This is an optimization exercise on Yosys and OpenROAD, whose aim is small area, a short achievable clock period and few clock cycles, not a production implementation. RTL that was checked went through simulation tests only; none was proved equivalent to the original.

==> yarrow: inputs <==
## mult
module mult(input clock, reset, nuke,
            input [63:0] mcand, mplier,
            input start,
            output [63:0] product,
            output done);
make LEC_CHECK=0 ABC_AREA=1 CAP_MARGIN=20 CORE_MARGIN=2 CORE_UTILIZATION=40 SETUP_SLACK_MARGIN=3.0 SLEW_MARGIN=20 SYNTH_HIERARCHICAL=1 finish   # period 7.0 ns
run.sh (not shown) runs the stock make flow with config.mk's settings and CLKGATE_MAP_FILE= SYNTH_SCRIPT=/design/flow/synth_recipe.tcl, a recipe that flattens the netlist after the stock synthesis.
==> raven (differences from yarrow) <==
Settings changed: CORE_UTILIZATION 40 to 55.
==> notes <==
- Wire length: yarrow is higher than raven (2.9%).
- Between yarrow and raven, the lower via count is in raven (gap 0.76%, measured against raven).
- In yarrow the final cell count is larger than in raven, by about 7.5%.
- In yarrow the worst setup slack is worse than in raven, by 0.025 ns.
- Between yarrow and raven, the lower global-route usage is in yarrow (gap 12 points).
- Between yarrow and raven, the lower first-iteration DRC count is in yarrow (gap 2.3%, measured against raven).
- Sequential cell count is the same in yarrow and raven.
- In raven the critical path depth is lower than in yarrow, by 2.
Testbench counts of yarrow, summed over its fixed seeds: cycles 3,864.
Testbench counts of raven, summed over its fixed seeds: cycles 3,864.


==> exp/pepper <==
Another version of the RTL of mult (not shown whole).
Settings: LEC_CHECK=0, ABC_AREA=1, CAP_MARGIN=20, CORE_MARGIN=2, CORE_UTILIZATION=55, PLACE_DENSITY=0.68, SETUP_SLACK_MARGIN=3.0, SLEW_MARGIN=20, SYNTH_HIERARCHICAL=1, BUFFER_PORTS_ARGS=-buffer_cell sky130_fd_sc_hd__buf_2; clock period 7.0 ns.
standard.sh (not shown) runs the stock make flow with config.mk's settings and CLKGATE_MAP_FILE= SYNTH_SCRIPT=/design/flow/synth_recipe.tcl, a recipe that flattens the netlist after the stock synthesis.
==> flow/flow/run.sh <==
#!/bin/bash
set -e
for cfg in config.mk "$FLOW_CONFIG"; do
  [ -n "$cfg" ] && [ -f "$cfg" ] || continue
  grep -q '^export BUFFER_PORTS_ARGS' "$cfg" && continue
  echo 'export BUFFER_PORTS_ARGS = -buffer_cell sky130_fd_sc_hd__buf_2' >> "$cfg"
done
bash standard.sh > standard.log 2>&1
==> inputs of exp/cedar, as changes to exp/pepper <==
--- a/flow/config.mk
+++ b/flow/config.mk
@@ -11,3 +11,3 @@
 export CORE_UTILIZATION = 55
-export PLACE_DENSITY = 0.68
+export GPL_ROUTABILITY_DRIVEN = 0
 export SETUP_SLACK_MARGIN = 3.0
==> inputs of exp/delta, as changes to exp/pepper <==
--- a/flow/config.mk
+++ b/flow/config.mk
@@ -11,5 +11,4 @@
 export CORE_UTILIZATION = 55
-export PLACE_DENSITY = 0.68
 export SETUP_SLACK_MARGIN = 3.0
-export SLEW_MARGIN = 20
+export SLEW_MARGIN = 75
 export SYNTH_HIERARCHICAL = 1
==> inputs of exp/indigo, as changes to exp/pepper <==
--- a/flow/config.mk
+++ b/flow/config.mk
@@ -11,3 +11,2 @@
 export CORE_UTILIZATION = 55
-export PLACE_DENSITY = 0.68
 export SETUP_SLACK_MARGIN = 3.0
==> notes <==
First-iteration DRC count, lowest first: exp/indigo, exp/delta, exp/cedar, exp/pepper. Core utilization: exp/delta > exp/cedar > exp/indigo > exp/pepper. In sequential cell count, exp/cedar and exp/indigo do not differ. exp/indigo completed with no timing, DRC or antenna violations. exp/cedar produced a clean layout. exp/pepper finished with timing, DRC and antenna clean. exp/delta finished clean.
==> figures <==
item                                                                      exp/pepper                exp/delta               exp/indigo                exp/cedar
Outcome                                                      complete, no violations  complete, no violations  complete, no violations  complete, no violations
Gr usage total                                                                 0.454                    0.449                    0.451                    0.469
Final Worst Setup Slack                                                      2.85 ns                  2.87 ns                  2.87 ns                  2.86 ns
Worst clock skew                                                           0.0326 ns                0.0451 ns                0.0296 ns                0.0296 ns
Maximum clock rate                                                         0.241 GHz                0.242 GHz                0.242 GHz                0.242 GHz
DRT Wirelength                                                             227000 um                224000 um                225000 um                239000 um
Startpoint of the most critical setup path                                  t0_c2057                 t0_c2045                 t0_c2051                 t0_c2054
Number of DRC violations after detailed-routing iteration 0                     7191                     5954                     5767                     6549
Global routing usage on met2                                                   0.640                    0.662                    0.656                    0.657
DRT Pass-1 Iters                                                                  13                        7                        6                        9
Testbench counts of exp/pepper, summed over its fixed seeds: cycles 3,376.
Testbench counts of exp/cedar, summed over its fixed seeds: cycles 3,376.
Testbench counts of exp/delta, summed over its fixed seeds: cycles 3,376.
Testbench counts of exp/indigo, summed over its fixed seeds: cycles 3,376.


==> inputs of trial 90 <==
Another version of the RTL of mult (not shown whole).
export LEC_CHECK = 0
export ABC_AREA = 1
export CAP_MARGIN = 20
export CORE_MARGIN = 2
export CORE_UTILIZATION = 55
export CTS_BUF_LIST = sky130_fd_sc_hd__clkbuf_4 sky130_fd_sc_hd__clkbuf_8
export SETUP_SLACK_MARGIN = 3.0
export SLEW_MARGIN = 20
export SYNTH_HIERARCHICAL = 1
export BUFFER_PORTS_ARGS = -buffer_cell sky130_fd_sc_hd__buf_2
create_clock -name core_clock -period 7.0 [get_ports {clock}]
Scripts as last shown in full above: flow/flow/run.sh
==> inputs of build 70, as changes to trial 90 <==
==> flow/run.sh (new file) <==
#!/bin/bash
# synth_recipe.tcl (not shown) runs the flow's synth.tcl, then flattens the netlist and writes it again
# the make line also repeats each setting of config.mk as NAME=value (left out here)
make -C /OpenROAD-flow-scripts/flow DESIGN_CONFIG=/design/flow/config.mk WORK_HOME=/design/flow/orfs CLKGATE_MAP_FILE= SYNTH_SCRIPT=/design/flow/synth_recipe.tcl finish
BUFFER_PORTS_ARGS = not set   (was -buffer_cell sky130_fd_sc_hd__buf_2)
CTS_BUF_LIST = not set   (was sky130_fd_sc_hd__clkbuf_4 sky130_fd_sc_hd__clkbuf_8)
SETUP_SLACK_MARGIN = 2.0   (was 3.0)
removed: flow/flow/run.sh
removed: flow/standard.sh
==> notes.md <==
Build 70 passed the timing, design-rule and antenna checks. Trial 90 passed the timing, design-rule and antenna checks.
In synthesized cell count, build 70 and trial 90 do not differ.
In die area, trial 90 and build 70 do not differ.
In build 70 the sequential share of layout area is higher than in trial 90, by 0.21 points.
Utilization: trial 90 is higher than build 70 (0.94 points).
Global-route usage: trial 90 is lower than build 70 (0.29 points).
Of trial 90 and build 70, trial 90 has the higher clock skew (gap 0.038 ns).
Against build 70, the worst hold slack of trial 90 is higher by 0.014 ns.
Testbench counts of trial 90, summed over its fixed seeds: cycles 3,376.
Testbench counts of build 70, summed over its fixed seeds: cycles 3,376.


==> inputs of run a <==
mult again, from the RTL that the note above started with.
// mult
module mult(input clock, reset, nuke,
            input [63:0] mcand, mplier,
            input start,
            output [63:0] product,
            output done);
clock: 7.0 ns
lec_check: 0
abc_area: 1
cap_margin: 20
core_margin: 2
core_utilization: 55
gpl_routability_driven: 0
setup_slack_margin: 3.0
slew_margin: 20
synth_hierarchical: 1
buffer_ports_args: -buffer_cell sky130_fd_sc_hd__buf_2
==> flow/flow/run.sh <==
#!/bin/bash
set -e
for cfg in config.mk "$FLOW_CONFIG"; do
  [ -n "$cfg" ] && [ -f "$cfg" ] || continue
  grep -q '^export BUFFER_PORTS_ARGS' "$cfg" && continue
  echo 'export BUFFER_PORTS_ARGS = -buffer_cell sky130_fd_sc_hd__buf_2' >> "$cfg"
done
bash standard.sh > standard.log 2>&1
==> inputs of run b, as changes to run a <==
==> flow/run.sh (new file) <==
#!/bin/bash
# synth_recipe.tcl (not shown) runs the flow's synth.tcl, then flattens the netlist and writes it again
# the make line also repeats each setting of config.mk as NAME=value (left out here)
make -C /OpenROAD-flow-scripts/flow DESIGN_CONFIG=/design/flow/config.mk WORK_HOME=/design/flow/orfs CLKGATE_MAP_FILE= SYNTH_SCRIPT=/design/flow/synth_recipe.tcl finish
--- a/flow/config.mk
+++ b/flow/config.mk
@@ -10,4 +10,3 @@
 export CORE_MARGIN = 2
-export CORE_UTILIZATION = 55
-export GPL_ROUTABILITY_DRIVEN = 0
+export CORE_UTILIZATION = 45
 export SETUP_SLACK_MARGIN = 3.0
@@ -15,2 +14 @@
 export SYNTH_HIERARCHICAL = 1
-export BUFFER_PORTS_ARGS = -buffer_cell sky130_fd_sc_hd__buf_2
removed: flow/flow/run.sh
removed: flow/standard.sh
==> inputs of run c, as changes to run a <==
==> flow/run.sh (new file) <==
#!/bin/bash
# synth_recipe.tcl (not shown) runs the flow's synth.tcl, then flattens the netlist and writes it again
# the make line also repeats each setting of config.mk as NAME=value (left out here)
make -C /OpenROAD-flow-scripts/flow DESIGN_CONFIG=/design/flow/config.mk WORK_HOME=/design/flow/orfs CLKGATE_MAP_FILE= SYNTH_SCRIPT=/design/flow/synth_recipe.tcl finish
--- a/flow/config.mk
+++ b/flow/config.mk
@@ -11,3 +11,2 @@
 export CORE_UTILIZATION = 55
-export GPL_ROUTABILITY_DRIVEN = 0
 export SETUP_SLACK_MARGIN = 3.0
@@ -15,2 +14 @@
 export SYNTH_HIERARCHICAL = 1
-export BUFFER_PORTS_ARGS = -buffer_cell sky130_fd_sc_hd__buf_2
removed: flow/flow/run.sh
removed: flow/standard.sh
==> inputs of run d, as changes to run a <==
==> flow/run.sh (new file) <==
#!/bin/bash
# synth_recipe.tcl (not shown) runs the flow's synth.tcl, then flattens the netlist and writes it again
# the make line also repeats each setting of config.mk as NAME=value (left out here)
make -C /OpenROAD-flow-scripts/flow DESIGN_CONFIG=/design/flow/config.mk WORK_HOME=/design/flow/orfs CLKGATE_MAP_FILE= SYNTH_SCRIPT=/design/flow/synth_recipe.tcl finish
--- a/flow/config.mk
+++ b/flow/config.mk
@@ -11,6 +11,4 @@
 export CORE_UTILIZATION = 55
-export GPL_ROUTABILITY_DRIVEN = 0
-export SETUP_SLACK_MARGIN = 3.0
+export SETUP_SLACK_MARGIN = 2.5
 export SLEW_MARGIN = 20
 export SYNTH_HIERARCHICAL = 1
-export BUFFER_PORTS_ARGS = -buffer_cell sky130_fd_sc_hd__buf_2
removed: flow/flow/run.sh
removed: flow/standard.sh
==> comparison <==
In count of clock-buffer cells in the layout, run c and run d do not differ.
Core utilization: run c > run a > run d > run b.
Worst setup slack: run d < run b < run c < run a.
Against run a, the die area of run b is higher by about 22%.
Against run c, the wire length of run a is lower by about 11%.
The highest non-clock buffer count belongs to run b, the lowest to run d.
==> figures <==
|  | run b | run c | run d | run a |
|---|---|---|---|---|
| Width of the die | 348 um | 315 um | 315 um | 315 um |
| First-pass GRT wire length | 341000 um | 339000 um | 325000 um | 320000 um |
| Overall Global Routing Usage | 39.4% | 48.3% | 46.0% | 44.9% |
| Worst hold slack | 0.459 ns | 0.440 ns | 0.441 ns | 0.450 ns |
| Worst min-delay path startpoint | valid[0] | t0_neg0 | t0_neg0 | t0_pp0_0 |
| Die Y | 348 um | 315 um | 315 um | 315 um |
| Standard cell core area | 118000 um2 | 96300 um2 | 96300 um2 | 96300 um2 |
| Signal arrival time at the worst endpoint | 4.88 ns | 4.80 ns | 5.09 ns | 4.69 ns |
| Status | complete, no violations | complete, no violations | complete, no violations | complete, no violations |
| Number of cells in the design after placement | 6843 | 6579 | 6579 | 6579 |
| Reg2reg path depth | 14 | 16 | 14 | 14 |
| Multi-input logic portion of the cell area | 68.6% | 69.6% | 71.5% | 72.1% |
Testbench counts of run a, summed over its fixed seeds: cycles 3,376.
Testbench counts of run b, summed over its fixed seeds: cycles 3,376.
Testbench counts of run c, summed over its fixed seeds: cycles 3,376.
Testbench counts of run d, summed over its fixed seeds: cycles 3,376.


==> trial 93: inputs <==
Another version of the RTL of mult (not shown whole).
export LEC_CHECK = 0
export ABC_AREA = 1
export CAP_MARGIN = 20
export CORE_MARGIN = 2
export CORE_UTILIZATION = 40
export SLEW_MARGIN = 20
create_clock -name core_clock -period 7.0 [get_ports {clock}]
run.sh (not shown) runs the stock make flow with config.mk's settings and CLKGATE_MAP_FILE= SYNTH_SCRIPT=/design/flow/synth_recipe.tcl, a recipe that flattens the netlist after the stock synthesis.
Stock flow here: none of the scripts above is used.
==> inputs of trial 54, as changes to trial 93 <==
- SETUP_SLACK_MARGIN: not set -> 3.0
==> notes.md <==
First-iteration DRC count: trial 93 is lower than trial 54 (about 2.2%). Of trial 93 and trial 54, trial 54 has the higher design area (gap about 1.2%, measured against trial 54). Clock-buffer cell count is the same in trial 93 and trial 54.
No run of this note included a check of the RTL's function; only the layout flow was run.


==> trial 47 <==
mult with an RTL version that a note above also has.
Settings: LEC_CHECK=0, ABC_AREA=1, CAP_MARGIN=20, CORE_MARGIN=2, CORE_UTILIZATION=55, SETUP_SLACK_MARGIN=3.0, SLEW_MARGIN=20, SYNTH_HIERARCHICAL=1, BUFFER_PORTS_ARGS=-buffer_cell sky130_fd_sc_hd__buf_2; clock period 7.0 ns.
standard.sh (not shown) runs the stock make flow with config.mk's settings and CLKGATE_MAP_FILE= SYNTH_SCRIPT=/design/flow/synth_recipe.tcl, a recipe that flattens the netlist after the stock synthesis.
==> flow/flow/run.sh <==
#!/bin/bash
set -e
for cfg in config.mk "$FLOW_CONFIG"; do
  [ -n "$cfg" ] && [ -f "$cfg" ] || continue
  grep -q '^export BUFFER_PORTS_ARGS' "$cfg" && continue
  echo 'export BUFFER_PORTS_ARGS = -buffer_cell sky130_fd_sc_hd__buf_2' >> "$cfg"
done
bash standard.sh > standard.log 2>&1
==> trial 9: changes against trial 47 <==
==> flow/run.sh (new file) <==
#!/bin/bash
# synth_recipe.tcl (not shown) runs the flow's synth.tcl, then flattens the netlist and writes it again
# the make line also repeats each setting of config.mk as NAME=value (left out here)
make -C /OpenROAD-flow-scripts/flow DESIGN_CONFIG=/design/flow/config.mk WORK_HOME=/design/flow/orfs CLKGATE_MAP_FILE= SYNTH_SCRIPT=/design/flow/synth_recipe.tcl finish
BUFFER_PORTS_ARGS = default   (was -buffer_cell sky130_fd_sc_hd__buf_2)
SETUP_SLACK_MARGIN = 3.5   (was 3.0)
removed: flow/flow/run.sh
removed: flow/standard.sh
==> build 15: changes against trial 47 <==
CORE_UTILIZATION = 60   (was 55)
==> notes <==
Trial 47 went through all stages and came out clean. Build 15 completed without violations. Trial 9 died in 5_1_grt, error GRT-0116. In build 15 the routed wire length is larger than in trial 47, by about 3%. In synthesized area, build 15 and trial 47 do not differ. Of build 15 and trial 47, trial 47 has the higher fmax (gap about 0.64%, measured against trial 47). Flip-flop and latch count is the same in trial 47 and build 15. Of trial 47 and build 15, trial 47 has the higher worst hold slack (gap 0.0071 ns).
==> figures <==
metric                                        trial 47                 trial 9        build 15
CP endpoint kind                             flip-flop                       -       flip-flop
Total via count in the routed design             45302                       -           46713
Routed wl met3                                32800 um                       -        39800 um
Setup violations, final                              0                       -               0
Flop-to-flop setup slack                       2.81 ns                       -         2.79 ns
Net total in the final layout                     6596                       -            6599
Result of the run                       finished clean  stopped before the end  finished clean
Failing step                                         -                 5_1_grt               -
Worst-case setup slack after placement         1.58 ns                 1.64 ns         1.57 ns
Worst reg2reg path endpoint              product_r[63]                       -   product_r[62]
Post-route insts no fill                          6731                       -            6626
Cell area after layout                      0.0584 mm2                       -      0.0583 mm2
Testbench counts of trial 47, summed over its fixed seeds: cycles 3,376.
Testbench counts of trial 9, summed over its fixed seeds: cycles 3,376.
Testbench counts of build 15, summed over its fixed seeds: cycles 3,376.

==> separate check: timing with driven ports <==
In the flow no input, the clock included, has a driving cell. The finished layouts below were timed again as built, in two steps. Step 1 sets driving cells, clkbuf_16 on the clock port and buf_2 on the other inputs (assumed; they add their load-dependent delay and slew). Step 2 adds t to the input delays and takes it off the output delays; t is the mean of the earliest and latest rising clock arrival at the registers after step 1. Input paths then give back, and output paths get back, about the clock's delay inside the block. Three values: ideal, step 1, step 2; two values: the first two.
| run | t, ns | slack for setup (ns) | worst register clock-pin slew, ns |
|---|---|---|---|
| yarrow | 0.764 | 2.974 / 2.974 / 2.974 | 0.07 / 0.07 |
| raven | 0.768 | 2.999 / 2.999 / 2.999 | 0.07 / 0.07 |
| exp/pepper | 0.738 | 2.853 / 2.853 / 2.231 | 0.07 / 0.07 |
| exp/cedar | 0.728 | 2.865 / 2.865 / 2.225 | 0.07 / 0.07 |
| exp/delta | 0.746 | 2.871 / 2.871 / 2.210 | 0.07 / 0.07 |
| exp/indigo | 0.748 | 2.870 / 2.870 / 2.191 | 0.07 / 0.07 |
| trial 90 | 0.824 | 2.803 / 2.803 / 2.138 | 0.07 / 0.07 |
| build 70 | 0.760 | 1.909 / 1.846 / 1.086 | 0.08 / 0.08 |
| run a | 0.754 | 2.870 / 2.870 / 2.218 | 0.07 / 0.07 |
| run b | 0.794 | 2.732 / 2.732 / 2.111 | 0.08 / 0.08 |
| run c | 0.778 | 2.771 / 2.771 / 2.092 | 0.08 / 0.08 |
| run d | 0.766 | 2.473 / 2.463 / 1.696 | 0.08 / 0.08 |
| trial 93 | 0.770 | 2.457 / 2.457 / 2.457 | 0.07 / 0.07 |
| trial 54 | 0.770 | 2.914 / 2.914 / 2.914 | 0.07 / 0.07 |
| trial 47 | 0.756 | 2.814 / 2.814 / 2.186 | 0.07 / 0.07 |
| build 15 | 0.722 | 2.787 / 2.787 / 2.204 | 0.08 / 0.08 |
After both steps setup and hold are still met in every run listed. The setup slack of build 70, which loses most, moves by -0.063 ns with the drivers and by -0.823 ns with both steps.
